This is an optimization exercise on Yosys and OpenROAD, whose aim is small area, a short achievable clock period and few clock cycles, not a production implementation.
At most, simulation tests tie the RTL to the original design; equivalence was not proved.
For runs 2 to 4, only the layout was checked, not whether the RTL still works.
Power figures rest on the tool's default switching activity, not on a simulated workload.

`design/flow/run.sh`:
```
#!/bin/bash
# synth_recipe.tcl (not shown) runs the flow's synth.tcl, then flattens the netlist and writes it again
# the make line also repeats each setting of config.mk as NAME=value (left out here)
make -C /OpenROAD-flow-scripts/flow DESIGN_CONFIG=/design/flow/config.mk WORK_HOME=/design/flow/orfs CLKGATE_MAP_FILE= SYNTH_SCRIPT=/design/flow/synth_recipe.tcl finish
```
`design/flow/config.mk`:
```
export PLATFORM = sky130hd
export DESIGN_NAME = LASER
export DESIGN_NICKNAME = LASER
export VERILOG_FILES = /design/flow/design.v
export SDC_FILE = /design/flow/constraint.sdc
export NUM_CORES = 4
export LEC_CHECK = 0
export CAP_MARGIN = 20
export CORE_MARGIN = 2
export CORE_UTILIZATION = 40
export SLEW_MARGIN = 20
```
`design/flow/constraint.sdc`:
```
create_clock -name core_clock -period 6.0 [get_ports {CLK}]
set_input_delay 1.2000 -clock core_clock [delete_from_list [all_inputs] [get_ports {CLK}]]
set_output_delay 1.2000 -clock core_clock [all_outputs]
set_load 0.01 [all_outputs]
```
`design/flow/design.v`:
```
module LASER(CLK, RST, X, Y, C1X, C1Y, C2X, C2Y, DONE);
input CLK, RST;
input [3:0] X, Y;
output reg DONE;
output [3:0] C1X, C1Y, C2X, C2Y;
reg rq;
reg [3:0] xq, yq;
reg [5:0] t;
reg [2:0] ph;
reg [15:0] m0;
reg [15:0] m2;
reg [15:0] m3;
reg [15:0] m4;
reg [15:0] m5;
reg [15:0] m6;
reg [15:0] m7;
reg [15:0] m8;
reg [15:0] m9;
reg [15:0] m10;
reg [15:0] m11;
reg [15:0] m12;
reg [15:0] m13;
reg [15:0] m14;
reg [4:0] sc0, sc1, sc2, sc3, sc4, sc5, sc6;
reg [2:0] srow;
reg [4:0] b1s, b2s;
reg [2:0] b1x, b1r, b2x, b2r;
wire we    = ~rq & (t >= 6'd1) & (t <= 6'd40);
wire keep  = ~rq & (t >= 6'd1) & (t <= 6'd55);
wire pass2 = (t >= 6'd49);
wire upd   = ~rq & (t >= 6'd42) & (t <= 6'd57);
wire upd2  = (t >= 6'd50);
wire [3:0] prow = yq - {ph, 1'b0} - 4'd2;
wire [15:0] pdec = we ? (16'd1 << prow) : 16'd0;
always @(posedge CLK) begin
  rq <= RST;
  xq <= X;
  yq <= Y;
  if (rq) begin t <= 6'd0; ph <= 3'd0; end
  else begin t <= (t == 6'd58) ? 6'd0 : t + 6'd1; ph <= ph + 3'd1; end
end
always @(posedge CLK) m0 <= (keep ? {m0[1:0], m0[15:2]} : 16'd0) | ((xq == 4'd0) ? pdec : 16'd0);
always @(posedge CLK) m2 <= (keep ? {m2[1:0], m2[15:2]} : 16'd0) | ((xq == 4'd2) ? pdec : 16'd0);
always @(posedge CLK) m3 <= (keep ? {m3[1:0], m3[15:2]} : 16'd0) | ((xq == 4'd3) ? pdec : 16'd0);
always @(posedge CLK) m4 <= (keep ? {m4[1:0], m4[15:2]} : 16'd0) | ((xq == 4'd4) ? pdec : 16'd0);
always @(posedge CLK) m5 <= (keep ? {m5[1:0], m5[15:2]} : 16'd0) | ((xq == 4'd5) ? pdec : 16'd0);
always @(posedge CLK) m6 <= (keep ? {m6[1:0], m6[15:2]} : 16'd0) | ((xq == 4'd6) ? pdec : 16'd0);
always @(posedge CLK) m7 <= (keep ? {m7[1:0], m7[15:2]} : 16'd0) | ((xq == 4'd7) ? pdec : 16'd0);
always @(posedge CLK) m8 <= (keep ? {m8[1:0], m8[15:2]} : 16'd0) | ((xq == 4'd8) ? pdec : 16'd0);
always @(posedge CLK) m9 <= (keep ? {m9[1:0], m9[15:2]} : 16'd0) | ((xq == 4'd9) ? pdec : 16'd0);
always @(posedge CLK) m10 <= (keep ? {m10[1:0], m10[15:2]} : 16'd0) | ((xq == 4'd10) ? pdec : 16'd0);
always @(posedge CLK) m11 <= (keep ? {m11[1:0], m11[15:2]} : 16'd0) | ((xq == 4'd11) ? pdec : 16'd0);
always @(posedge CLK) m12 <= (keep ? {m12[1:0], m12[15:2]} : 16'd0) | ((xq == 4'd12) ? pdec : 16'd0);
always @(posedge CLK) m13 <= (keep ? {m13[1:0], m13[15:2]} : 16'd0) | ((xq == 4'd13) ? pdec : 16'd0);
always @(posedge CLK) m14 <= (keep ? {m14[1:0], m14[15:2]} : 16'd0) | ((xq == 4'd14) ? pdec : 16'd0);
localparam [7:0] K1_0_0 = 8'b11111111, K2_0_0 = 8'b00000101;
wire w0_0 = m0[0] & (pass2 ? K2_0_0[ph] : K1_0_0[ph]);
localparam [7:0] K1_0_1 = 8'b11111111, K2_0_1 = 8'b10000000;
wire w0_1 = m0[1] & (pass2 ? K2_0_1[ph] : K1_0_1[ph]);
localparam [7:0] K1_0_2 = 8'b01111111, K2_0_2 = 8'b00000010;
wire w0_2 = m0[2] & (pass2 ? K2_0_2[ph] : K1_0_2[ph]);
localparam [7:0] K1_0_3 = 8'b01111111, K2_0_3 = 8'b01000000;
wire w0_3 = m0[3] & (pass2 ? K2_0_3[ph] : K1_0_3[ph]);
localparam [7:0] K1_0_4 = 8'b00111111, K2_0_4 = 8'b00000001;
wire w0_4 = m0[4] & (pass2 ? K2_0_4[ph] : K1_0_4[ph]);
localparam [7:0] K1_2_0 = 8'b11111111, K2_2_0 = 8'b10001000;
wire w2_0 = m2[0] & (pass2 ? K2_2_0[ph] : K1_2_0[ph]);
localparam [7:0] K1_2_1 = 8'b11111111, K2_2_1 = 8'b01010000;
wire w2_1 = m2[1] & (pass2 ? K2_2_1[ph] : K1_2_1[ph]);
localparam [7:0] K1_2_2 = 8'b01111111, K2_2_2 = 8'b01000100;
wire w2_2 = m2[2] & (pass2 ? K2_2_2[ph] : K1_2_2[ph]);
localparam [7:0] K1_2_3 = 8'b01111111, K2_2_3 = 8'b00101000;
wire w2_3 = m2[3] & (pass2 ? K2_2_3[ph] : K1_2_3[ph]);
localparam [7:0] K1_2_4 = 8'b00111111, K2_2_4 = 8'b00100010;
wire w2_4 = m2[4] & (pass2 ? K2_2_4[ph] : K1_2_4[ph]);
localparam [7:0] K1_3_0 = 8'b11111111, K2_3_0 = 8'b10001000;
wire w3_0 = m3[0] & (pass2 ? K2_3_0[ph] : K1_3_0[ph]);
localparam [7:0] K1_3_1 = 8'b11111111, K2_3_1 = 8'b01010000;
wire w3_1 = m3[1] & (pass2 ? K2_3_1[ph] : K1_3_1[ph]);
localparam [7:0] K1_3_2 = 8'b01111111, K2_3_2 = 8'b01000100;
wire w3_2 = m3[2] & (pass2 ? K2_3_2[ph] : K1_3_2[ph]);
localparam [7:0] K1_3_3 = 8'b01111111, K2_3_3 = 8'b00101000;
wire w3_3 = m3[3] & (pass2 ? K2_3_3[ph] : K1_3_3[ph]);
localparam [7:0] K1_3_4 = 8'b00111111, K2_3_4 = 8'b00100010;
wire w3_4 = m3[4] & (pass2 ? K2_3_4[ph] : K1_3_4[ph]);
localparam [7:0] K1_4_0 = 8'b11111111, K2_4_0 = 8'b00000000;
wire w4_0 = m4[0] & (pass2 ? K2_4_0[ph] : K1_4_0[ph]);
localparam [7:0] K1_4_1 = 8'b11111111, K2_4_1 = 8'b01010000;
wire w4_1 = m4[1] & (pass2 ? K2_4_1[ph] : K1_4_1[ph]);
localparam [7:0] K1_4_2 = 8'b01111111, K2_4_2 = 8'b00000000;
wire w4_2 = m4[2] & (pass2 ? K2_4_2[ph] : K1_4_2[ph]);
localparam [7:0] K1_4_3 = 8'b01111111, K2_4_3 = 8'b00101000;
wire w4_3 = m4[3] & (pass2 ? K2_4_3[ph] : K1_4_3[ph]);
localparam [7:0] K1_4_4 = 8'b00111111, K2_4_4 = 8'b00000000;
wire w4_4 = m4[4] & (pass2 ? K2_4_4[ph] : K1_4_4[ph]);
localparam [7:0] K1_5_0 = 8'b11111111, K2_5_0 = 8'b10001000;
wire w5_0 = m5[0] & (pass2 ? K2_5_0[ph] : K1_5_0[ph]);
localparam [7:0] K1_5_1 = 8'b11111111, K2_5_1 = 8'b01010000;
wire w5_1 = m5[1] & (pass2 ? K2_5_1[ph] : K1_5_1[ph]);
localparam [7:0] K1_5_2 = 8'b01111111, K2_5_2 = 8'b01000100;
wire w5_2 = m5[2] & (pass2 ? K2_5_2[ph] : K1_5_2[ph]);
localparam [7:0] K1_5_3 = 8'b01111111, K2_5_3 = 8'b00101000;
wire w5_3 = m5[3] & (pass2 ? K2_5_3[ph] : K1_5_3[ph]);
localparam [7:0] K1_5_4 = 8'b00111111, K2_5_4 = 8'b00100010;
wire w5_4 = m5[4] & (pass2 ? K2_5_4[ph] : K1_5_4[ph]);
localparam [7:0] K1_6_0 = 8'b11111111, K2_6_0 = 8'b10001000;
wire w6_0 = m6[0] & (pass2 ? K2_6_0[ph] : K1_6_0[ph]);
localparam [7:0] K1_6_1 = 8'b11111111, K2_6_1 = 8'b01010000;
wire w6_1 = m6[1] & (pass2 ? K2_6_1[ph] : K1_6_1[ph]);
localparam [7:0] K1_6_2 = 8'b01111111, K2_6_2 = 8'b01000100;
wire w6_2 = m6[2] & (pass2 ? K2_6_2[ph] : K1_6_2[ph]);
localparam [7:0] K1_6_3 = 8'b01111111, K2_6_3 = 8'b00101000;
wire w6_3 = m6[3] & (pass2 ? K2_6_3[ph] : K1_6_3[ph]);
localparam [7:0] K1_6_4 = 8'b00111111, K2_6_4 = 8'b00100010;
wire w6_4 = m6[4] & (pass2 ? K2_6_4[ph] : K1_6_4[ph]);
localparam [7:0] K1_7_0 = 8'b11111111, K2_7_0 = 8'b10001000;
wire w7_0 = m7[0] & (pass2 ? K2_7_0[ph] : K1_7_0[ph]);
localparam [7:0] K1_7_1 = 8'b11111111, K2_7_1 = 8'b10010000;
wire w7_1 = m7[1] & (pass2 ? K2_7_1[ph] : K1_7_1[ph]);
localparam [7:0] K1_7_2 = 8'b01111111, K2_7_2 = 8'b01000100;
wire w7_2 = m7[2] & (pass2 ? K2_7_2[ph] : K1_7_2[ph]);
localparam [7:0] K1_7_3 = 8'b01111111, K2_7_3 = 8'b01001000;
wire w7_3 = m7[3] & (pass2 ? K2_7_3[ph] : K1_7_3[ph]);
localparam [7:0] K1_7_4 = 8'b00111111, K2_7_4 = 8'b00100010;
wire w7_4 = m7[4] & (pass2 ? K2_7_4[ph] : K1_7_4[ph]);
localparam [7:0] K1_8_0 = 8'b11111111, K2_8_0 = 8'b00000101;
wire w8_0 = m8[0] & (pass2 ? K2_8_0[ph] : K1_8_0[ph]);
localparam [7:0] K1_8_1 = 8'b11111111, K2_8_1 = 8'b10000000;
wire w8_1 = m8[1] & (pass2 ? K2_8_1[ph] : K1_8_1[ph]);
localparam [7:0] K1_8_2 = 8'b01111111, K2_8_2 = 8'b00000010;
wire w8_2 = m8[2] & (pass2 ? K2_8_2[ph] : K1_8_2[ph]);
localparam [7:0] K1_8_3 = 8'b01111111, K2_8_3 = 8'b01000000;
wire w8_3 = m8[3] & (pass2 ? K2_8_3[ph] : K1_8_3[ph]);
localparam [7:0] K1_8_4 = 8'b00111111, K2_8_4 = 8'b00000001;
wire w8_4 = m8[4] & (pass2 ? K2_8_4[ph] : K1_8_4[ph]);
localparam [7:0] K1_9_0 = 8'b11111111, K2_9_0 = 8'b00100111;
wire w9_0 = m9[0] & (pass2 ? K2_9_0[ph] : K1_9_0[ph]);
localparam [7:0] K1_9_1 = 8'b11111111, K2_9_1 = 8'b00001000;
wire w9_1 = m9[1] & (pass2 ? K2_9_1[ph] : K1_9_1[ph]);
localparam [7:0] K1_9_2 = 8'b01111111, K2_9_2 = 8'b00010011;
wire w9_2 = m9[2] & (pass2 ? K2_9_2[ph] : K1_9_2[ph]);
localparam [7:0] K1_9_3 = 8'b01111111, K2_9_3 = 8'b00000100;
wire w9_3 = m9[3] & (pass2 ? K2_9_3[ph] : K1_9_3[ph]);
localparam [7:0] K1_9_4 = 8'b00111111, K2_9_4 = 8'b00001001;
wire w9_4 = m9[4] & (pass2 ? K2_9_4[ph] : K1_9_4[ph]);
localparam [7:0] K1_10_0 = 8'b11111111, K2_10_0 = 8'b00000000;
wire w10_0 = m10[0] & (pass2 ? K2_10_0[ph] : K1_10_0[ph]);
localparam [7:0] K1_10_1 = 8'b11111111, K2_10_1 = 8'b00101000;
wire w10_1 = m10[1] & (pass2 ? K2_10_1[ph] : K1_10_1[ph]);
localparam [7:0] K1_10_2 = 8'b01111111, K2_10_2 = 8'b00000000;
wire w10_2 = m10[2] & (pass2 ? K2_10_2[ph] : K1_10_2[ph]);
localparam [7:0] K1_10_3 = 8'b01111111, K2_10_3 = 8'b00010100;
wire w10_3 = m10[3] & (pass2 ? K2_10_3[ph] : K1_10_3[ph]);
localparam [7:0] K1_10_4 = 8'b00111111, K2_10_4 = 8'b00000000;
wire w10_4 = m10[4] & (pass2 ? K2_10_4[ph] : K1_10_4[ph]);
localparam [7:0] K1_11_0 = 8'b11111111, K2_11_0 = 8'b01010000;
wire w11_0 = m11[0] & (pass2 ? K2_11_0[ph] : K1_11_0[ph]);
localparam [7:0] K1_11_1 = 8'b11111111, K2_11_1 = 8'b00000111;
wire w11_1 = m11[1] & (pass2 ? K2_11_1[ph] : K1_11_1[ph]);
localparam [7:0] K1_11_2 = 8'b01111111, K2_11_2 = 8'b00101000;
wire w11_2 = m11[2] & (pass2 ? K2_11_2[ph] : K1_11_2[ph]);
localparam [7:0] K1_11_3 = 8'b01111111, K2_11_3 = 8'b00000011;
wire w11_3 = m11[3] & (pass2 ? K2_11_3[ph] : K1_11_3[ph]);
localparam [7:0] K1_11_4 = 8'b00111111, K2_11_4 = 8'b00010100;
wire w11_4 = m11[4] & (pass2 ? K2_11_4[ph] : K1_11_4[ph]);
localparam [7:0] K1_12_0 = 8'b11111111, K2_12_0 = 8'b00000000;
wire w12_0 = m12[0] & (pass2 ? K2_12_0[ph] : K1_12_0[ph]);
localparam [7:0] K1_12_1 = 8'b11111111, K2_12_1 = 8'b01010000;
wire w12_1 = m12[1] & (pass2 ? K2_12_1[ph] : K1_12_1[ph]);
localparam [7:0] K1_12_2 = 8'b01111111, K2_12_2 = 8'b00000000;
wire w12_2 = m12[2] & (pass2 ? K2_12_2[ph] : K1_12_2[ph]);
localparam [7:0] K1_12_3 = 8'b01111111, K2_12_3 = 8'b00101000;
wire w12_3 = m12[3] & (pass2 ? K2_12_3[ph] : K1_12_3[ph]);
localparam [7:0] K1_12_4 = 8'b00111111, K2_12_4 = 8'b00000000;
wire w12_4 = m12[4] & (pass2 ? K2_12_4[ph] : K1_12_4[ph]);
localparam [7:0] K1_13_0 = 8'b11111111, K2_13_0 = 8'b00100111;
wire w13_0 = m13[0] & (pass2 ? K2_13_0[ph] : K1_13_0[ph]);
localparam [7:0] K1_13_1 = 8'b11111111, K2_13_1 = 8'b10000000;
wire w13_1 = m13[1] & (pass2 ? K2_13_1[ph] : K1_13_1[ph]);
localparam [7:0] K1_13_2 = 8'b01111111, K2_13_2 = 8'b00010011;
wire w13_2 = m13[2] & (pass2 ? K2_13_2[ph] : K1_13_2[ph]);
localparam [7:0] K1_13_3 = 8'b01111111, K2_13_3 = 8'b01000000;
wire w13_3 = m13[3] & (pass2 ? K2_13_3[ph] : K1_13_3[ph]);
localparam [7:0] K1_13_4 = 8'b00111111, K2_13_4 = 8'b00001001;
wire w13_4 = m13[4] & (pass2 ? K2_13_4[ph] : K1_13_4[ph]);
localparam [7:0] K1_14_0 = 8'b11111111, K2_14_0 = 8'b00000000;
wire w14_0 = m14[0] & (pass2 ? K2_14_0[ph] : K1_14_0[ph]);
localparam [7:0] K1_14_1 = 8'b11111111, K2_14_1 = 8'b00101000;
wire w14_1 = m14[1] & (pass2 ? K2_14_1[ph] : K1_14_1[ph]);
localparam [7:0] K1_14_2 = 8'b01111111, K2_14_2 = 8'b00000000;
wire w14_2 = m14[2] & (pass2 ? K2_14_2[ph] : K1_14_2[ph]);
localparam [7:0] K1_14_3 = 8'b01111111, K2_14_3 = 8'b00010100;
wire w14_3 = m14[3] & (pass2 ? K2_14_3[ph] : K1_14_3[ph]);
localparam [7:0] K1_14_4 = 8'b00111111, K2_14_4 = 8'b00000000;
wire w14_4 = m14[4] & (pass2 ? K2_14_4[ph] : K1_14_4[ph]);
wire [4:0] s0 = {4'd0, w2_0} + {4'd0, w2_1} + {4'd0, w2_2} + {4'd0, w2_3} + {4'd0, w2_4} + {4'd0, w3_0} + {4'd0, w3_1} + {4'd0, w3_2} + {4'd0, w3_3} + {4'd0, w4_0} + {4'd0, w4_1} + {4'd0, w4_2} + {4'd0, w4_3} + {4'd0, w5_0} + {4'd0, w5_1} + {4'd0, w5_2} + {4'd0, w0_0} + {4'd0, w0_1} + {4'd0, w0_2} + {4'd0, w0_3};
wire [4:0] s1 = {4'd0, w4_0} + {4'd0, w4_1} + {4'd0, w4_2} + {4'd0, w4_3} + {4'd0, w4_4} + {4'd0, w5_0} + {4'd0, w5_1} + {4'd0, w5_2} + {4'd0, w5_3} + {4'd0, w6_0} + {4'd0, w6_1} + {4'd0, w6_2} + {4'd0, w6_3} + {4'd0, w7_0} + {4'd0, w7_1} + {4'd0, w7_2} + {4'd0, w0_0} + {4'd0, w0_4};
wire [4:0] s2 = {4'd0, w6_0} + {4'd0, w6_1} + {4'd0, w6_2} + {4'd0, w6_3} + {4'd0, w6_4} + {4'd0, w7_0} + {4'd0, w7_1} + {4'd0, w7_2} + {4'd0, w7_3} + {4'd0, w8_0} + {4'd0, w8_1} + {4'd0, w8_2} + {4'd0, w8_3} + {4'd0, w9_0} + {4'd0, w9_1} + {4'd0, w9_2} + {4'd0, w0_0} + {4'd0, w0_1} + {4'd0, w0_2} + {4'd0, w0_3} + {4'd0, w0_4};
wire [4:0] s3 = {4'd0, w8_0} + {4'd0, w8_1} + {4'd0, w8_2} + {4'd0, w8_3} + {4'd0, w8_4} + {4'd0, w9_0} + {4'd0, w9_1} + {4'd0, w9_2} + {4'd0, w9_3} + {4'd0, w10_0} + {4'd0, w10_1} + {4'd0, w10_2} + {4'd0, w10_3} + {4'd0, w11_0} + {4'd0, w11_1} + {4'd0, w11_2} + {4'd0, w0_0} + {4'd0, w0_1} + {4'd0, w0_2} + {4'd0, w0_3} + {4'd0, w0_4};
wire [4:0] s4 = {4'd0, w10_0} + {4'd0, w10_1} + {4'd0, w10_2} + {4'd0, w10_3} + {4'd0, w10_4} + {4'd0, w11_0} + {4'd0, w11_1} + {4'd0, w11_2} + {4'd0, w11_3} + {4'd0, w12_0} + {4'd0, w12_1} + {4'd0, w12_2} + {4'd0, w12_3} + {4'd0, w13_0} + {4'd0, w13_1} + {4'd0, w13_2} + {4'd0, w0_0} + {4'd0, w0_1} + {4'd0, w0_2} + {4'd0, w0_3} + {4'd0, w0_4};
wire [4:0] s5 = {4'd0, w12_0} + {4'd0, w12_1} + {4'd0, w12_2} + {4'd0, w12_3} + {4'd0, w12_4} + {4'd0, w13_0} + {4'd0, w13_1} + {4'd0, w13_2} + {4'd0, w13_3} + {4'd0, w14_0} + {4'd0, w14_1} + {4'd0, w14_2} + {4'd0, w14_3} + {4'd0, w0_0} + {4'd0, w0_4};
wire [4:0] s6 = {4'd0, w14_0} + {4'd0, w14_1} + {4'd0, w14_2} + {4'd0, w14_3} + {4'd0, w14_4} + {4'd0, w0_0} + {4'd0, w0_1} + {4'd0, w0_2} + {4'd0, w0_3};
always @(posedge CLK) begin
  sc0 <= s0; sc1 <= s1; sc2 <= s2; sc3 <= s3; sc4 <= s4; sc5 <= s5; sc6 <= s6;
  srow <= ph;
end
wire        ga  = sc0 >= sc1;
wire [4:0]  sa  = ga ? sc0 : sc1;
wire [2:0]  xa  = ga ? 3'd1 : 3'd2;
wire        gb  = sc2 >= sc3;
wire [4:0]  sb  = gb ? sc2 : sc3;
wire [2:0]  xb  = gb ? 3'd3 : 3'd4;
wire        gc  = sc4 >= sc5;
wire [4:0]  scc = gc ? sc4 : sc5;
wire [2:0]  xc  = gc ? 3'd5 : 3'd6;
wire        ge  = sa >= sb;
wire [4:0]  se  = ge ? sa : sb;
wire [2:0]  xe  = ge ? xa : xb;
wire        gf  = scc >= sc6;
wire [4:0]  sf  = gf ? scc : sc6;
wire [2:0]  xf  = gf ? xc : 3'd7;
wire        gg  = se >= sf;
wire [4:0]  sg  = gg ? se : sf;
wire [2:0]  xg  = gg ? xe : xf;
wire [4:0]  bs  = upd2 ? b2s : b1s;
wire [2:0]  br  = upd2 ? b2r : b1r;
wire        win = (sg > bs) | ((sg == bs) & (srow < br));
always @(posedge CLK) begin
  if (rq | (t == 6'd0)) begin
    b1s <= 5'd0; b1x <= 3'd0; b1r <= 3'd0;
    b2s <= 5'd0; b2x <= 3'd0; b2r <= 3'd0;
  end else if (upd & win) begin
    if (upd2) begin b2s <= sg; b2x <= xg; b2r <= srow; end
    else      begin b1s <= sg; b1x <= xg; b1r <= srow; end
  end
  DONE <= ~rq & (t == 6'd57);
end
assign C1X = {b1x, 1'b0};
assign C1Y = {b1r, 1'b0};
assign C2X = {b2x, 1'b0};
assign C2Y = {b2r, 1'b0};
endmodule
```
==> metrics.yaml, run 1 <==
status: "complete, but fails checks"
failed_checks: "setup timing"
power_frac_seq_pct: 45.5
slew_viol_final: 0
syn_inst: 1512
core-area_um2: 34500
die_w_um: 191
p_per_area_nw_per_um2: 264
setup.worst_path.start_class: "flop"
regArea_um2: 6040
p_leak_nw: 7.30
postRouteAntennaNets: 0
grt_start_max_net_pins: 225
hp-class: "flop to flop"
firstDrtPassIters: 6
timing.hold.ws_ps: 414
layout.nets: 1766
multi_input_area_um2: 7600
drt_iter0_drc: 670
yosys_warnings: 1
grt_pass1_vias: 10200
worstPathRequired_ps: 6410
grt_pass1_wl_um: 54600
place.gp.congestion: 0.901
cap_viol_max_count: 0
die_area_um2: 36500
cts-root-buf: "clkbuf_16"
intPower_w: 0.00342
htreeDepth: 2
drive_above_1_share_pct: 15.4
cts_sinks: 301
drc_errors: 0
rr_worst_depth: 30
overflow: 0
synth-seq-cells: 301
io-pin-count: 27
fin_crit_sh_pct: 101
syn_area_um2: 14000
final_cell_mix: "dfxtp_1 (290), nand2_1 (273), o21ai_0 (211)"
cts_buffers: 34
hold_viol: 0
synth_edf_count: 0
initial_core_util_pct: 40.6
power_frac_comb_pct: 6.1
worstPathMaxFanout: 4
antenna_found_initial: 0
insertedDiodeCount: 0
yosysSeqAreaShare_pct: 43.1
post-place-cells: 1985
whs_path_depth: 2
endpoint_kind: "flop"
tightest_slew_ps: 1170
dr_total_vias: 10300
clk_latency_ps: 530
clock_skew_ps: 17.3
worst_path_largest_cell_delay_ps: 410
arrival_ps: 6460
synth.distinct_cells: 52
pwr-share-clk_pct: 48.4
avgRoutedWirePerCell_um: 16.7
reg2reg_setup_slack_ps: -50
vdd_drop_max_mv: 0.238
post-route-min-period_ps: 6050
via_per_inst: 4.99
routed_wl_um: 34600
ys_async_sr_fraction_pct: 0
crit_type: "flop to flop"
clk_path_buf_depth: 3
postSynthAreaPerCell_um2: 9.25
clock.fmax_ghz: 0.165
port-buffer-count: 22
clk_pin_slew_worst_paths_ps: 60
switchingPower_w: 0.00106
place_ws_ps: -262
synthFlopType: "dfxtp_1"
cp_slowest_cell: "o21ai_0"
fillerInstances: 3227
total_power_w: 0.00448
rsz0062_at_grt: "yes"
areaGrowthSynthToFinish_pct: 21.2
setup_violations: 10
cts_tree: "built"
dpl.hpwl_um: 24400
fin_cells: 2068
layout_commonest_cell: "dfxtp_1"
placement_rows: 68
grt_use_total_pct: 19.1
netSwitchingFraction_pct: 23.7
slew_headroom_pct: 22.0
layout_setup_ws_ps: -50.0
die-height_um: 191
## stage by stage
step	setup TNS, ps	instance area [µm²]	util (%)
2_1_floorplan	0	14100	-
3_3_place_gp	-121	15100	43.9
3_5_place_dp	-4110	15100	43.9
4_1_cts	-59.2	16600	48.2
5_1_grt	-7730	17000	49.2
6_report	-310	17000	49.2
## cells in the mapped netlist, types with 2 or more instances
cell type    n  area, µm²
nand2_1    274       1030
o21a_1       5       37.5
buf_2        6       30.0
a21o_1      24        180
nor3_1      10       50.1
a311oi_1     2       17.5
nor2b_1     19        119
fa_1        83       1660
clkbuf_1    60        225
o211ai_1     4       30.0
ha_1        85       1060
buf_1        9       33.8
nand3_1     12       60.1
o31ai_1      2       15.0
nand2b_1    12       75.1
inv_1      154        578
a211oi_1     4       30.0
nor4_1       3       18.8
nor4b_1      2       17.5
a22o_1      28        245
o31ai_2      2       25.0
xor2_1       6       52.6
a21boi_0     2       15.0
and2_1      10       62.6
or2_2        3       18.8
nor2_1      48        180
o22ai_1      2       12.5
mux2i_1     38        380
a211o_1      4       35.0
and3_1       4       25.0
mux2_2       4       45.0
dfxtp_1    301       6030
xnor2_1     13        114
a21oi_1     32        160
buf_4        4       30.0
o21ai_0    225       1130
## worst max-delay path, delay by kind of cell, from the launching register on
family | cells | cell delay, ps
flip-flops | 1 | 390
multiplexers | 3 | 800
buffers and inverters | 6 | 630
AND/OR/NAND/NOR | 8 | 1270
AO/OA/AOI/OAI | 9 | 1760
adder cells (fa/ha/maj) | 4 | 1070
## layout make-up
type	instances	area share (%)
clock buffers	49	5.88
clock inverters	12	1.15
inverters	154	3.41
multi-input cells	981	44.8
flip-flops and latches	301	35.6
well taps	455	3.36
repair buffers	116	5.73
## state kept, by name, indices dropped and copies added (netlist names), 16 cells and up
name	cells
m0	16
m10	16
m11	16
m12	16
m13	16
m14	16
m2	16
m3	16
m4	16
m5	16
m6	16
m7	16
m8	16
m9	16
## power by group through the flow
| stage | Clock (W) | Sequential [W] | Combinational [W] |
|---|---|---|---|
| 2_1_floorplan | 0 | 0.00207 | 0.000178 |
| 6_report | 0.00217 | 0.00204 | 0.000274 |
| 3_3_place_gp | 0 | 0.00208 | 0.000249 |
| 3_5_place_dp | 0 | 0.00208 | 0.000252 |
| 4_1_cts | 0.00220 | 0.00204 | 0.000264 |
| 5_1_grt | 0.00229 | 0.00204 | 0.000305 |
## path summary, 6_finish.rpt
kind,start,to
setup reg to reg,sc3[3],b1r[0]
hold reg to reg,m11[5],m11[3]
hold / removal,m11[5],m11[3]
setup / recovery,sc3[3],b1r[0]
## layer usage
layer,track usage (%),wire [µm],vias to the layer above
li1,-,-,5069
met1,24.9,15600,4984
met2,32.1,16500,204
met3,2.59,1280,65
met4,7.54,1150,0
met5,0,0,-
## cells by family (layout without fill, tap and decap cells)
logic type | after synthesis | after routing | synth area share, %
and+or+nand+nor | 404 | 404 | 12.2
AOI/OAI and AO/OA | 343 | 343 | 14.4
DFF | 301 | 301 | 43.1
buffers and inverters | 233 | 331 | 6.41
adders and majority gates | 168 | 168 | 19.5
muxes | 43 | 43 | 3.15
xor gates and xnor gates | 19 | 19 | 1.19
other | 1 | 4 | 0.0268
## timing repair
action,4_1_cts,5_1_grt
setup buffers,13,9
resized for setup,45,69
pin swaps,14,27
hold buffers,0,0
gates cloned,2,0
endpoints found under the setup margin,26,30
Testbench counts, summed over its fixed seeds: cycles 15,096.
==> run 2: changes to the inputs <==
--- a/design/flow/design.v
+++ b/design/flow/design.v
@@ -23,6 +23,2 @@
 reg [15:0] m14;
-reg [4:0] sc0, sc1, sc2, sc3, sc4, sc5, sc6;
-reg [2:0] srow;
-reg [4:0] b1s, b2s;
-reg [2:0] b1x, b1r, b2x, b2r;
 wire we    = ~rq & (t >= 6'd1) & (t <= 6'd40);
@@ -30,4 +26,2 @@
 wire pass2 = (t >= 6'd49);
-wire upd   = ~rq & (t >= 6'd42) & (t <= 6'd57);
-wire upd2  = (t >= 6'd50);
 wire [3:0] prow = yq - {ph, 1'b0} - 4'd2;
@@ -39,3 +33,3 @@
   if (rq) begin t <= 6'd0; ph <= 3'd0; end
-  else begin t <= (t == 6'd58) ? 6'd0 : t + 6'd1; ph <= ph + 3'd1; end
+  else begin t <= (t == 6'd60) ? 6'd0 : t + 6'd1; ph <= ph + 3'd1; end
 end
@@ -195,34 +189,80 @@
 wire w14_4 = m14[4] & (pass2 ? K2_14_4[ph] : K1_14_4[ph]);
-wire [4:0] s0 = {4'd0, w2_0} + {4'd0, w2_1} + {4'd0, w2_2} + {4'd0, w2_3} + {4'd0, w2_4} + {4'd0, w3_0} + {4'd0, w3_1} + {4'd0, w3_2} + {4'd0, w3_3} + {4'd0, w4_0} + {4'd0, w4_1} + {4'd0, w4_2} + {4'd0, w4_3} + {4'd0, w5_0} + {4'd0, w5_1} + {4'd0, w5_2} + {4'd0, w0_0} + {4'd0, w0_1} + {4'd0, w0_2} + {4'd0, w0_3};
-wire [4:0] s1 = {4'd0, w4_0} + {4'd0, w4_1} + {4'd0, w4_2} + {4'd0, w4_3} + {4'd0, w4_4} + {4'd0, w5_0} + {4'd0, w5_1} + {4'd0, w5_2} + {4'd0, w5_3} + {4'd0, w6_0} + {4'd0, w6_1} + {4'd0, w6_2} + {4'd0, w6_3} + {4'd0, w7_0} + {4'd0, w7_1} + {4'd0, w7_2} + {4'd0, w0_0} + {4'd0, w0_4};
-wire [4:0] s2 = {4'd0, w6_0} + {4'd0, w6_1} + {4'd0, w6_2} + {4'd0, w6_3} + {4'd0, w6_4} + {4'd0, w7_0} + {4'd0, w7_1} + {4'd0, w7_2} + {4'd0, w7_3} + {4'd0, w8_0} + {4'd0, w8_1} + {4'd0, w8_2} + {4'd0, w8_3} + {4'd0, w9_0} + {4'd0, w9_1} + {4'd0, w9_2} + {4'd0, w0_0} + {4'd0, w0_1} + {4'd0, w0_2} + {4'd0, w0_3} + {4'd0, w0_4};
-wire [4:0] s3 = {4'd0, w8_0} + {4'd0, w8_1} + {4'd0, w8_2} + {4'd0, w8_3} + {4'd0, w8_4} + {4'd0, w9_0} + {4'd0, w9_1} + {4'd0, w9_2} + {4'd0, w9_3} + {4'd0, w10_0} + {4'd0, w10_1} + {4'd0, w10_2} + {4'd0, w10_3} + {4'd0, w11_0} + {4'd0, w11_1} + {4'd0, w11_2} + {4'd0, w0_0} + {4'd0, w0_1} + {4'd0, w0_2} + {4'd0, w0_3} + {4'd0, w0_4};
-wire [4:0] s4 = {4'd0, w10_0} + {4'd0, w10_1} + {4'd0, w10_2} + {4'd0, w10_3} + {4'd0, w10_4} + {4'd0, w11_0} + {4'd0, w11_1} + {4'd0, w11_2} + {4'd0, w11_3} + {4'd0, w12_0} + {4'd0, w12_1} + {4'd0, w12_2} + {4'd0, w12_3} + {4'd0, w13_0} + {4'd0, w13_1} + {4'd0, w13_2} + {4'd0, w0_0} + {4'd0, w0_1} + {4'd0, w0_2} + {4'd0, w0_3} + {4'd0, w0_4};
-wire [4:0] s5 = {4'd0, w12_0} + {4'd0, w12_1} + {4'd0, w12_2} + {4'd0, w12_3} + {4'd0, w12_4} + {4'd0, w13_0} + {4'd0, w13_1} + {4'd0, w13_2} + {4'd0, w13_3} + {4'd0, w14_0} + {4'd0, w14_1} + {4'd0, w14_2} + {4'd0, w14_3} + {4'd0, w0_0} + {4'd0, w0_4};
-wire [4:0] s6 = {4'd0, w14_0} + {4'd0, w14_1} + {4'd0, w14_2} + {4'd0, w14_3} + {4'd0, w14_4} + {4'd0, w0_0} + {4'd0, w0_1} + {4'd0, w0_2} + {4'd0, w0_3};
-always @(posedge CLK) begin
-  sc0 <= s0; sc1 <= s1; sc2 <= s2; sc3 <= s3; sc4 <= s4; sc5 <= s5; sc6 <= s6;
-  srow <= ph;
-end
-wire        ga  = sc0 >= sc1;
-wire [4:0]  sa  = ga ? sc0 : sc1;
-wire [2:0]  xa  = ga ? 3'd1 : 3'd2;
-wire        gb  = sc2 >= sc3;
-wire [4:0]  sb  = gb ? sc2 : sc3;
-wire [2:0]  xb  = gb ? 3'd3 : 3'd4;
-wire        gc  = sc4 >= sc5;
-wire [4:0]  scc = gc ? sc4 : sc5;
-wire [2:0]  xc  = gc ? 3'd5 : 3'd6;
-wire        ge  = sa >= sb;
-wire [4:0]  se  = ge ? sa : sb;
-wire [2:0]  xe  = ge ? xa : xb;
-wire        gf  = scc >= sc6;
-wire [4:0]  sf  = gf ? scc : sc6;
-wire [2:0]  xf  = gf ? xc : 3'd7;
-wire        gg  = se >= sf;
-wire [4:0]  sg  = gg ? se : sf;
-wire [2:0]  xg  = gg ? xe : xf;
-wire [4:0]  bs  = upd2 ? b2s : b1s;
-wire [2:0]  br  = upd2 ? b2r : b1r;
-wire        win = (sg > bs) | ((sg == bs) & (srow < br));
+reg [2:0] p0_4;   
+reg p0_0, p0_r4;
+reg [2:0] p2_4; reg p2_b4;
+reg [1:0] p3_3; reg p3_b3;
+reg [2:0] p4_4; reg p4_b4;
+reg [1:0] p5_3; reg p5_b3;
+reg [2:0] p6_4; reg p6_b4;
+reg [1:0] p7_3; reg p7_b3;
+reg [2:0] p8_4; reg p8_b4;
+reg [1:0] p9_3; reg p9_b3;
+reg [2:0] p10_4; reg p10_b4;
+reg [1:0] p11_3; reg p11_b3;
+reg [2:0] p12_4; reg p12_b4;
+reg [1:0] p13_3; reg p13_b3;
+reg [2:0] p14_4; reg p14_b4;
+always @(posedge CLK) begin
+  p0_4 <= {2'd0, w0_0} + {2'd0, w0_1} + {2'd0, w0_2} + {2'd0, w0_3};
+  p0_0 <= w0_0; p0_r4 <= w0_4;
+  p2_4 <= {2'd0, w2_0} + {2'd0, w2_1} + {2'd0, w2_2} + {2'd0, w2_3}; p2_b4 <= w2_4;
+  p3_3 <= {1'd0, w3_0} + {1'd0, w3_1} + {1'd0, w3_2}; p3_b3 <= w3_3;
+  p4_4 <= {2'd0, w4_0} + {2'd0, w4_1} + {2'd0, w4_2} + {2'd0, w4_3}; p4_b4 <= w4_4;
+  p5_3 <= {1'd0, w5_0} + {1'd0, w5_1} + {1'd0, w5_2}; p5_b3 <= w5_3;
+  p6_4 <= {2'd0, w6_0} + {2'd0, w6_1} + {2'd0, w6_2} + {2'd0, w6_3}; p6_b4 <= w6_4;
+  p7_3 <= {1'd0, w7_0} + {1'd0, w7_1} + {1'd0, w7_2}; p7_b3 <= w7_3;
+  p8_4 <= {2'd0, w8_0} + {2'd0, w8_1} + {2'd0, w8_2} + {2'd0, w8_3}; p8_b4 <= w8_4;
+  p9_3 <= {1'd0, w9_0} + {1'd0, w9_1} + {1'd0, w9_2}; p9_b3 <= w9_3;
+  p10_4 <= {2'd0, w10_0} + {2'd0, w10_1} + {2'd0, w10_2} + {2'd0, w10_3}; p10_b4 <= w10_4;
+  p11_3 <= {1'd0, w11_0} + {1'd0, w11_1} + {1'd0, w11_2}; p11_b3 <= w11_3;
+  p12_4 <= {2'd0, w12_0} + {2'd0, w12_1} + {2'd0, w12_2} + {2'd0, w12_3}; p12_b4 <= w12_4;
+  p13_3 <= {1'd0, w13_0} + {1'd0, w13_1} + {1'd0, w13_2}; p13_b3 <= w13_3;
+  p14_4 <= {2'd0, w14_0} + {2'd0, w14_1} + {2'd0, w14_2} + {2'd0, w14_3}; p14_b4 <= w14_4;
+end
+reg [4:0] sc0, sc1, sc2, sc3, sc4, sc5, sc6;
+always @(posedge CLK) begin
+  sc0 <= {2'd0, p2_4} + {4'd0, p2_b4} + {3'd0, p3_3} + {4'd0, p3_b3} + {2'd0, p4_4} + {3'd0, p5_3} + {2'd0, p0_4};
+  sc1 <= {2'd0, p4_4} + {4'd0, p4_b4} + {3'd0, p5_3} + {4'd0, p5_b3} + {2'd0, p6_4} + {3'd0, p7_3} + {4'd0, p0_0} + {4'd0, p0_r4};
+  sc2 <= {2'd0, p6_4} + {4'd0, p6_b4} + {3'd0, p7_3} + {4'd0, p7_b3} + {2'd0, p8_4} + {3'd0, p9_3} + {2'd0, p0_4} + {4'd0, p0_r4};
+  sc3 <= {2'd0, p8_4} + {4'd0, p8_b4} + {3'd0, p9_3} + {4'd0, p9_b3} + {2'd0, p10_4} + {3'd0, p11_3} + {2'd0, p0_4} + {4'd0, p0_r4};
+  sc4 <= {2'd0, p10_4} + {4'd0, p10_b4} + {3'd0, p11_3} + {4'd0, p11_b3} + {2'd0, p12_4} + {3'd0, p13_3} + {2'd0, p0_4} + {4'd0, p0_r4};
+  sc5 <= {2'd0, p12_4} + {4'd0, p12_b4} + {3'd0, p13_3} + {4'd0, p13_b3} + {2'd0, p14_4} + {4'd0, p0_0} + {4'd0, p0_r4};
+  sc6 <= {2'd0, p14_4} + {4'd0, p14_b4} + {2'd0, p0_4};
+end
+wire [4:0] s [0:6];
+assign s[0] = sc0;
+assign s[1] = sc1;
+assign s[2] = sc2;
+assign s[3] = sc3;
+assign s[4] = sc4;
+assign s[5] = sc5;
+assign s[6] = sc6;
+reg [6:0] al [0:5];
+reg [4:0] mx;
+integer i, b;
+always @(*) begin
+  al[5] = 7'h7f;
+  for (b = 4; b >= 0; b = b - 1) begin
+    mx[b] = 1'b0;
+    for (i = 0; i < 7; i = i + 1) mx[b] = mx[b] | (al[b+1][i] & s[i][b]);
+    for (i = 0; i < 7; i = i + 1) al[b][i] = al[b+1][i] & (s[i][b] | ~mx[b]);
+  end
+end
+wire [6:0] a0 = al[0];
+wire [2:0] fx = a0[0] ? 3'd1 : a0[1] ? 3'd2 : a0[2] ? 3'd3 : a0[3] ? 3'd4 :
+                a0[4] ? 3'd5 : a0[5] ? 3'd6 : 3'd7;
+reg [4:0] rs;
+reg [2:0] rx, rr;
+reg [2:0] row1, row2;
+always @(posedge CLK) begin
+  row1 <= ph; row2 <= row1; rr <= row2;
+  rs <= mx; rx <= fx;
+end
+reg [4:0] b1s, b2s;
+reg [2:0] b1x, b1r, b2x, b2r;
+wire upd  = ~rq & (t >= 6'd44) & (t <= 6'd59);
+wire upd2 = (t >= 6'd52);
+wire [4:0] bs = upd2 ? b2s : b1s;
+wire [2:0] br = upd2 ? b2r : b1r;
+wire win = (rs > bs) | ((rs == bs) & (rr < br));
 always @(posedge CLK) begin
@@ -232,6 +272,6 @@
   end else if (upd & win) begin
-    if (upd2) begin b2s <= sg; b2x <= xg; b2r <= srow; end
-    else      begin b1s <= sg; b1x <= xg; b1r <= srow; end
+    if (upd2) begin b2s <= rs; b2x <= rx; b2r <= rr; end
+    else      begin b1s <= rs; b1x <= rx; b1r <= rr; end
   end
-  DONE <= ~rq & (t == 6'd57);
+  DONE <= ~rq & (t == 6'd59);
 end
==> run 2 against run 1 <==
Now clean on timing, DRC and antenna. Non-clock buffer count down 77. Die area up 6.4%. Count of clock-buffer cells in the layout is 5 higher. Via count shrank 7.7%. Worst setup slack improved by 2000 ps. Clock skew rose by 23 ps. Synthesized cell count fell by 11%. Largest cell class is now sequential cells. Largest power group is now sequential cells.
==> metrics.yaml, run 2 <==
yosys_warnings: 2
initial_core_util_pct: 40.7
yosysMostFrequentCell: "dfxtp_1"
die-height_um: 197
place.gp.congestion: 0.836
hold_viol: 0
finalSetupTns_ps: 0
synth_edf_count: 0
synth.distinct_cells: 78
slew_headroom_pct: 33.9
postRouteAntennaNets: 0
ys_async_sr_fraction_pct: 0
postSynthAreaPerCell_um2: 11.0
cts_buffers: 37
tightest_slew_ps: 988
synth_area_leader_cell: "dfxtp_1"
cts_sinks: 367
cap_viol_max_count: 0
hp-class: "flop to flop"
layout.nets: 1507
syn_area_um2: 14900
worstPathMaxFanout: 16
fillerInstances: 3389
worstPathRequired_ps: 6420
crit_end: "rx[1]"
cts-root-buf: "clkbuf_16"
drc_errors: 0
grt_use_total_pct: 17.1
vdd_drop_max_mv: 0.202
pwr-share-clk_pct: 44.5
crit-reg2reg-launch: "sc1[4]"
arrival_ps: 4480
htreeDepth: 2
slew_viol_final: 0
netSwitchingFraction_pct: 23.1
dr_total_vias: 9531
rsz0062_at_grt: "no"
syn_inst: 1350
firstDrtPassIters: 7
setup_violations: 0
clk_latency_ps: 540
die_w_um: 197
grt_pass1_vias: 9320
clock.fmax_ghz: 0.246
overflow: 0
setup.worst_path.start_class: "flop"
layout_setup_ws_ps: 1940
p_per_area_nw_per_um2: 296
netlist.area_leader.share_pct: 49.3
antenna_found_initial: 0
place_ws_ps: 1910
areaGrowthSynthToFinish_pct: 12.7
post-route-min-period_ps: 4060
core-area_um2: 36600
die_area_um2: 38800
intPower_w: 0.00382
ctsResizeCount: 0
status: "finished clean"
routed_wl_um: 32700
cts_hold_buf: 0
critPathLaunch: "sc1[4]"
insertedDiodeCount: 0
clock_skew_ps: 40.5
io-pin-count: 27
grt_pass1_wl_um: 52400
synthFlopType: "dfxtp_1"
cts_tree: "built"
clk_path_buf_depth: 3
fin_crit_sh_pct: 67.6
regArea_um2: 7350
avgRoutedWirePerCell_um: 17.7
dpl.hpwl_um: 23700
grt_start_max_net_pins: 225
total_power_w: 0.00497
rr_worst_depth: 13
placement_rows: 70
final_cell_mix: "dfxtp_1 (367), a22o_1 (198), inv_1 (101)"
synth_area_leaders: "dfxtp_1 (49%), a22o_1 (12%), fa_1 (8.3%)"
reg2reg_to: "rx[1]"
clk_pin_slew_worst_paths_ps: 60
yosysSeqAreaShare_pct: 49.3
synth.top_cells.by_count: "dfxtp_1 (367), a22o_1 (198), inv_1 (101), ha_1 (80), nor2_1 (75)"
reg2reg_setup_slack_ps: 1940
multi_input_area_um2: 6940
via_per_inst: 5.16
port-buffer-count: 22
power_frac_seq_pct: 50.4
p_leak_nw: 7.50
drt_iter0_drc: 556
drive_above_1_share_pct: 7.54
endpoint_kind: "flop"
crit_type: "flop to flop"
switchingPower_w: 0.00115
power_frac_comb_pct: 5.1
synth-seq-cells: 367
layout_commonest_cell: "dfxtp_1"
fin_util_pct: 45.9
postCtsSetupBuffers: 0
## run 2: metrics by stage
stage / cells / hold slack, ps / instance area, µm²
after global routing: 1848 / 337 / 16800
after floorplan: 1353 / 310 / 14900
after detailed placement: 1781 / 313 / 15600
final: 1848 / 321 / 16800
after CTS: 1845 / 323 / 16700
after global placement: 1780 / 316 / 15600
## run 2: how the worst min path moves through the flow
stage | slack (ps) | cells past startpoint | from | to
2_1_floorplan | 310 | 0 | row1[0] | row2[0]
3_3_place_gp | 320 | 0 | row1[2] | row2[2]
3_5_place_dp | 310 | 0 | row2[2] | rr[2]
4_1_cts | 320 | 0 | row2[2] | rr[2]
5_1_grt | 340 | 0 | row1[1] | row2[1]
6_report | 320 | 0 | row2[2] | rr[2]
## run 2: worst max-delay path, cell delays in order (launching register included)
cell and delay, ps:
dfxtp_1 350, or4_4 570, nor3_4 480, o21ai_4 150
a21oi_2 220, o211ai_2 120, nor3_1 430, nor2b_1 580
o2111a_1 290, o221ai_1 130, o2111ai_2 140, a21o_1 140
nand2_1 60, o311a_1 310
## run 2: cell type report
cell class,count,share of cell area [%]
clock buffer,54,6.25
clock inverter,10,0.745
inverter,101,2.26
multi-input combinational,809,41.3
sequential,367,43.8
tap,468,3.49
timing repair buffer,39,2.15
## run 2: cell families (layout without fill, tap and decap cells)
kind of cell / after synthesis / count (layout) / synth area share, %
flip-flops: 367 / 367 / 49.3
AO/OA/AOI/OAI: 339 / 339 / 18.5
AND/OR/NAND/NOR: 272 / 272 / 9.20
buffers and inverters: 177 / 204 / 4.58
adder cells (fa/ha/maj): 142 / 142 / 15.0
multiplexers: 28 / 28 / 1.89
XOR/XNOR: 24 / 24 / 1.41
other: 1 / 4 / 0.0252
## run 2: power groups by stage
stage | Sequential [W] | Clock, W | Combinational [W]
final | 0.00250 | 0.00221 | 0.000252
after global routing | 0.00251 | 0.00237 | 0.000280
after CTS | 0.00250 | 0.00226 | 0.000252
after detailed placement | 0.00256 | 0 | 0.000250
after global placement | 0.00256 | 0 | 0.000248
after floorplan | 0.00254 | 0 | 0.000190
## run 2: per-layer routing
| metal | part of all wire, % | global-route usage, % | wire length (µm) |
|---|---|---|---|
| met5 | 0 | 0 | 0 |
| met4 | 2.0 | 4.59 | 658 |
| met3 | 3.7 | 2.24 | 1210 |
| met2 | 47 | 28.7 | 15400 |
| met1 | 47 | 23.3 | 15400 |
==> run 3: changes to the inputs <==
--- a/design/flow/design.v
+++ b/design/flow/design.v
@@ -6,3 +6,3 @@
 reg rq;
-reg [3:0] xq, yq;
+reg [3:0] xq;
 reg [5:0] t;
@@ -23,7 +23,6 @@
 reg [15:0] m14;
-wire we    = ~rq & (t >= 6'd1) & (t <= 6'd40);
-wire keep  = ~rq & (t >= 6'd1) & (t <= 6'd55);
-wire pass2 = (t >= 6'd49);
-wire [3:0] prow = yq - {ph, 1'b0} - 4'd2;
-wire [15:0] pdec = we ? (16'd1 << prow) : 16'd0;
+reg we, keep, pass2, upd, upd2, clr;
+reg [3:0] yo;    
+wire [5:0] tn = rq ? 6'd0 : (t == 6'd60) ? 6'd0 : t + 6'd1;
+wire [15:0] pdec = we ? (16'd1 << yo) : 16'd0;
 always @(posedge CLK) begin
@@ -31,5 +30,11 @@
   xq <= X;
-  yq <= Y;
-  if (rq) begin t <= 6'd0; ph <= 3'd0; end
-  else begin t <= (t == 6'd60) ? 6'd0 : t + 6'd1; ph <= ph + 3'd1; end
+  yo <= Y - {ph, 1'b0} - 4'd4;
+  t <= tn;
+  ph <= rq ? 3'd0 : ph + 3'd1;
+  we    <= ~RST & (tn >= 6'd1) & (tn <= 6'd40);
+  keep  <= ~RST & (tn >= 6'd1) & (tn <= 6'd55);
+  pass2 <= (tn >= 6'd49);
+  upd   <= ~RST & (tn >= 6'd44) & (tn <= 6'd59);
+  upd2  <= (tn >= 6'd52);
+  clr   <= RST | (tn == 6'd0);
 end
@@ -262,4 +267,2 @@
 reg [2:0] b1x, b1r, b2x, b2r;
-wire upd  = ~rq & (t >= 6'd44) & (t <= 6'd59);
-wire upd2 = (t >= 6'd52);
 wire [4:0] bs = upd2 ? b2s : b1s;
@@ -268,3 +271,3 @@
 always @(posedge CLK) begin
-  if (rq | (t == 6'd0)) begin
+  if (clr) begin
     b1s <= 5'd0; b1x <= 3'd0; b1r <= 3'd0;
==> run 3 against run 2 <==
Still clean on timing, DRC and antenna. First-iteration DRC count shrank 8.3%. Worst hold slack gained 4.2 ps. Register-to-register slack lost 100 ps. Largest cell class unchanged. Highest routed layer unchanged.
==> metrics.yaml, run 3 <==
routed_wl_um: 33200
post-route-min-period_ps: 4160
layout_setup_ws_ps: 1840
crit_path_cell_trace: "or4_4, o21bai_4, a211oi_2, a21oi_1, o22ai_1, nor4_4, o211a_1, nor3_1, buf_4, o21ai_1, o2111ai_1, or3_4, a21oi_2, and3b_1"
layout_commonest_cell: "dfxtp_1"
reg2reg_to: "rx[2]"
yosys_warnings: 2
drc_errors: 0
antenna_found_initial: 0
worst_path_largest_cell_delay_ps: 600
worstPathMaxFanout: 11
hp-class: "flop to flop"
placed_area_um2: 15600
fillerInstances: 3368
vdd_drop_max_mv: 0.220
post-route-cell-area_um2: 17100
final_cell_mix: "dfxtp_1 (372), a22o_1 (152), nand2_1 (104)"
yosysSeqAreaShare_pct: 50.0
layout.nets: 1548
die-height_um: 197
cap_viol_max_count: 0
firstDrtPassIters: 8
insertedDiodeCount: 0
synth.top_cells.by_count: "dfxtp_1 (373), a22o_1 (152), nand2_1 (104), inv_1 (103), o21ai_0 (83)"
drt_iter0_drc: 510
synth-seq-cells: 373
areaGrowthSynthToFinish_pct: 14.3
fin_crit_sh_pct: 69.4
syn_inst: 1382
via_per_inst: 5.09
avgRoutedWirePerCell_um: 17.5
netlist.area_leader.share_pct: 50.0
total_power_w: 0.00541
clk_path_buf_depth: 3
setup_violations: 0
slew_headroom_pct: 23.8
cts-root-buf: "clkbuf_16"
power_frac_comb_pct: 4.2
rr_worst_depth: 14
clock.fmax_ghz: 0.240
clk_pin_slew_worst_paths_ps: 60
clk_latency_ps: 550
worstHoldStart: "row1[2]"
intPower_w: 0.00421
timing.hold.ws_ps: 325
overflow: 0
arrival_ps: 4590
endpoint_kind: "flop"
postRouteAntennaNets: 0
core-area_um2: 36700
synthFlopType: "dfxtp_1"
slew_viol_final: 0
synth_edf_count: 0
cts_sinks: 373
crit-reg2reg-launch: "sc5[4]"
die_w_um: 197
synth.distinct_cells: 69
p_per_area_nw_per_um2: 317
die_area_um2: 38900
holdPathEnd: "row2[2]"
htreeDepth: 2
grt_pass1_vias: 9695
reg2reg_setup_slack_ps: 1840
port-buffer-count: 22
placement_rows: 70
setup.worst_path.start_class: "flop"
ctsResizeCount: 0
synth_area_leaders: "dfxtp_1 (50%), a22o_1 (8.9%), fa_1 (8.3%)"
cts_buffers: 39
cts_hold_buf: 0
postSynthAreaPerCell_um2: 10.8
clock_skew_ps: 33.6
yosysMostFrequentCell: "dfxtp_1"
drive_above_1_share_pct: 7.78
status: "finished clean"
initial_core_util_pct: 40.7
rsz0062_at_grt: "no"
pwr-share-clk_pct: 48.2
grt_pass1_wl_um: 53700
synth_area_leader_cell: "dfxtp_1"
grt_start_max_net_pins: 225
ys_async_sr_fraction_pct: 0
cp_slowest_cell: "or4_4"
dpl.hpwl_um: 24000
finalSetupTns_ps: 0
worstPathRequired_ps: 6430
place.gp.congestion: 0.848
crit_type: "flop to flop"
postCtsSetupBuffers: 0
tightest_slew_ps: 1130
netSwitchingFraction_pct: 22.1
power_frac_seq_pct: 47.6
cts_tree: "built"
syn_area_um2: 14900
whs_path_depth: 0
p_leak_nw: 7.26
place_ws_ps: 1860
grt_use_total_pct: 17.5
io-pin-count: 27
dr_total_vias: 9647
hold_viol: 0
switchingPower_w: 0.00120
[run 3: cell types whose count changed in the layout (fill, tap and decap cells not counted), moves of 7 or more]
cell / previous run / this run
bufinv_16: 1 / 8
nand2_1: 67 / 104
o21ai_0: 36 / 83
nor2b_1: 29 / 18
and2_1: 28 / 37
a32o_1: 0 / 11
a22o_1: 198 / 152
[run 3: critical path, delay by kind of cell, from the launching register on]
kind / cells / cell delay, ps
compound gates: 8 / 1720
buf+inv: 1 / 170
simple gates: 5 / 1760
flops: 1 / 400
[run 3: cells by family after synthesis]
group	synth area share, %
xor+xnor	1.52
buf+inv	4.45
fa+ha+maj	14.8
flops	50.0
compound gates	17.2
simple gates	9.98
mux	2.02
other cells	0.0251
[run 3: layout make-up]
class / count / area (µm²) / area share (%)
inverters: 104 / 390 / 2.29
flip-flops and latches: 373 / 7470 / 43.8
multi-input cells: 843 / 6860 / 40.2
repair buffers: 37 / 345 / 2.02
clock buffers: 53 / 1090 / 6.38
well taps: 468 / 586 / 3.43
clock inverters: 16 / 320 / 1.88
[run 3: through the flow]
stage,utilization (%),instances
final,46.5,1894
after global routing,46.5,1894
after detailed placement,42.6,1825
after CTS,46.5,1894
after floorplan,-,1385
after global placement,42.6,1825
[run 3: routing by layer]
metal | up-vias | track usage, % | routed length (µm)
met5 | - | 0 | 0
met4 | 0 | 6.54 | 1040
met3 | 54 | 2.78 | 1020
met2 | 178 | 29.0 | 15600
met1 | 4612 | 23.1 | 15600
li1 | 4803 | - | -
[run 3: power groups by stage]
| stage | registers (W) | logic (W) | clock network [W] |
|---|---|---|---|
| 2_1_floorplan | 0.00259 | 0.000193 | 0 |
| 3_3_place_gp | 0.00263 | 0.000228 | 0 |
| 3_5_place_dp | 0.00263 | 0.000228 | 0 |
| 4_1_cts | 0.00257 | 0.000230 | 0.00267 |
| 5_1_grt | 0.00258 | 0.000259 | 0.00277 |
| 6_report | 0.00257 | 0.000230 | 0.00260 |
[run 3: worst max-delay path by stage]
stage | from | slack (ps) | cells past startpoint | endpoint
floorplan | sc5[4] | 2300 | 15 | rx[2]
global placement | sc5[4] | 1840 | 14 | rx[2]
detailed placement | sc5[4] | 1860 | 14 | rx[2]
CTS | sc5[4] | 1880 | 14 | rx[2]
global route | sc5[4] | 1430 | 14 | rx[2]
finish | sc5[4] | 1840 | 14 | rx[2]
==> run 4: changes to the inputs <==
--- a/design/flow/config.mk
+++ b/design/flow/config.mk
@@ -10,2 +10,3 @@
 export CORE_UTILIZATION = 40
+export SETUP_SLACK_MARGIN = 3.0
 export SLEW_MARGIN = 20
==> run 4 against run 3 <==
Utilization is 1.2 points higher. Synthesized cell count stayed put. Highest routed layer unchanged. Routed wire length is 1.2% higher. Area after synthesis stayed put. Still clean. Final area is 2.5% higher. Power is 1.4% lower. Sequential cell count stayed put. Sequential share of layout area is 0.91 points lower.
==> metrics.yaml, run 4 <==
postSynthAreaPerCell_um2: 10.8
post-route-min-period_ps: 3700
finalSetupTns_ps: 0
final_cell_mix: "dfxtp_1 (361), a22o_1 (152), nand2_1 (104)"
synthAdderAreaFrac_pct: 14.8
dr_total_vias: 9766
cap_viol_max_count: 0
rsz0062_at_grt: "yes"
p_per_area_nw_per_um2: 305
via_per_inst: 5.09
synthFlopType: "dfxtp_1"
yosysSeqAreaShare_pct: 50.0
cts_sinks: 373
synth_area_leader_cell: "dfxtp_1"
yosys_warnings: 2
worstPathMaxFanout: 5
netlist.area_leader.share_pct: 50.0
insertedDiodeCount: 0
setup_violations: 0
placement_rows: 70
fin_crit_sh_pct: 61.7
die-height_um: 197
synth-xor-area-share_pct: 1.52
overflow: 0
place.gp.congestion: 0.872
crit_type: "flop to flop"
port-buffer-count: 22
drt_iter0_drc: 521
clk_latency_ps: 540
synth.distinct_cells: 69
vdd_drop_max_mv: 0.186
dpl.hpwl_um: 24100
clock_skew_ps: 26.1
grt_start_max_net_pins: 225
place_ws_ps: 1920
core-area_um2: 36700
antenna_found_initial: 0
cts-root-buf: "clkbuf_16"
regArea_um2: 7500
synth-simple-area-share_pct: 9.98
die_w_um: 197
initial_core_util_pct: 40.7
grt_pass1_vias: 9952
muxShareOfSynthArea_pct: 2.02
syn_area_um2: 14900
hold_viol: 0
firstDrtPassIters: 4
clock.fmax_ghz: 0.270
avgRoutedWirePerCell_um: 17.5
io-pin-count: 27
p_leak_nw: 7.46
arrival_ps: 4120
synth-seq-cells: 373
total_power_w: 0.00533
status: "finished clean"
fillerInstances: 3379
postRouteAntennaNets: 0
cts_hold_buf: 0
clk_pin_slew_worst_paths_ps: 60
cts_buffers: 40
layout_setup_ws_ps: 2300
synth_top_family_by_area: "compound AO/OA/AOI/OAI gates"
layout.nets: 1573
synth_edf_count: 0
grt_use_total_pct: 17.9
slew_headroom_pct: 28.8
htreeDepth: 2
areaGrowthSynthToFinish_pct: 17.1
synth_area_leaders: "dfxtp_1 (50%), a22o_1 (8.9%), fa_1 (8.3%)"
hp-class: "flop to flop"
drive_above_1_share_pct: 12.8
synth.top_cells.by_count: "dfxtp_1 (373), a22o_1 (152), nand2_1 (104), inv_1 (103), o21ai_0 (83)"
setup.worst_path.start_class: "flop"
routed_wl_um: 33600
grt_pass1_wl_um: 54800
die_area_um2: 38900
worstPathRequired_ps: 6420
slew_viol_final: 0
cts_tree: "built"
tightest_slew_ps: 1060
syn_inst: 1382
synth-compound-area-share_pct: 17.2
clk_path_buf_depth: 3
multi_input_area_um2: 7100
endpoint_kind: "flop"
yosysMostFrequentCell: "dfxtp_1"
drc_errors: 0
ys_async_sr_fraction_pct: 0
layout_commonest_cell: "dfxtp_1"
-- run 4: area by class of cell --
cell class                 instances  share of cell area (%)
timing repair buffer              61                    3.08
inverter                         104                    2.24
clock buffer                      55                    6.62
tap                              468                    3.35
clock inverter                    16                    1.25
sequential                       373                    42.9
multi-input combinational        843                    40.6
-- run 4: per-layer routing --
metal  vias up  GRT usage (%)  routed length, µm
li1       4858              -                  -
met1      4705           23.2              15600
met2       146           30.8              16400
met3        57           2.68               1010
met4         0           5.51                703
met5         -              0                  0
-- run 4: critical path: stages (launching register included) --
cell	delay, ps
dfxtp_4	330
or4_4	580
o21ba_4	230
o21a_4	230
buf_12	140
a21oi_4	200
o22ai_4	120
nor3_4	210
o21a_1	180
nor3_2	60
buf_4	160
o221a_1	230
and2_4	180
or3_4	390
a21oi_2	170
and3b_1	190
-- run 4: final timing paths --
| check | from | endpoint | slack (ps) | depth (start not counted) |
|---|---|---|---|---|
| hold reg to reg | row1[0] | row2[0] | 330 | 0 |
| setup / recovery | sc2[4] | rx[2] | 2300 | 15 |
| hold / removal | row1[0] | row2[0] | 330 | 0 |
| setup reg to reg | sc2[4] | rx[2] | 2300 | 15 |
-- run 4: what timing repair did --
action | in CTS | in global routing
setup buffers | 17 | 4
pin swaps | 18 | 14
gates resized for setup | 41 | 23
cloned | 1 | 0
endpoints found under the setup margin | 29 | 26
hold endpoints to repair | 0 | 0
-- run 4: power by group --
part / switching [W] / total, W / leakage (nW) / internal, W
clock: 0.000992 / 0.00252 / 0.680 / 0.00153
sequential: 0.0000586 / 0.00257 / 3.02 / 0.00251
combinational: 0.000161 / 0.000241 / 3.76 / 0.0000797
-- run 4: through the flow --
stage | utilization, % | instances | area (µm²) | hold slack [ps]
2_1_floorplan | - | 1385 | 15000 | 310
3_3_place_gp | 42.8 | 1827 | 15700 | 312
3_5_place_dp | 42.8 | 1827 | 15700 | 312
4_1_cts | 47.4 | 1916 | 17400 | 326
5_1_grt | 47.7 | 1920 | 17500 | 332
6_report | 47.7 | 1920 | 17500 | 326
-- run 4: logic make-up after synthesis --
family | after synthesis
compound gates | 341
xor+xnor | 26
fa+ha+maj | 140
buf+inv | 169
flops | 373
mux | 30
other cells | 1
simple gates | 302

## port drivers added, routing unchanged
The results above use ideal ports. As a check the final layouts listed here were re-extracted and re-timed, cells and wires unchanged.
Step 1: set_driving_cell puts a clkbuf_16 on CLK and a buf_2 on each other input, an assumption about the parent block.
Step 2 moves the port delays by t, midway between the first and last clock arrival at a register: inputs arrive t later, outputs are due t later. That takes back most of the time a late clock gives input paths.
Slacks: no drivers / after step 1 / after step 2; pairs: no drivers / after step 1.
run	t (ns)	setup WS [ns]	worst data-port slew with drivers (ns)	pins driven straight from the clock port
run 1	0.579	-0.050 / -0.050 / -0.050	0.03	1
run 2	0.570	1.942 / 1.942 / 1.942	0.03	1
run 3	0.586	1.838 / 1.838 / 1.838	0.03	1
run 4	0.583	2.300 / 2.300 / 2.300	0.03	1
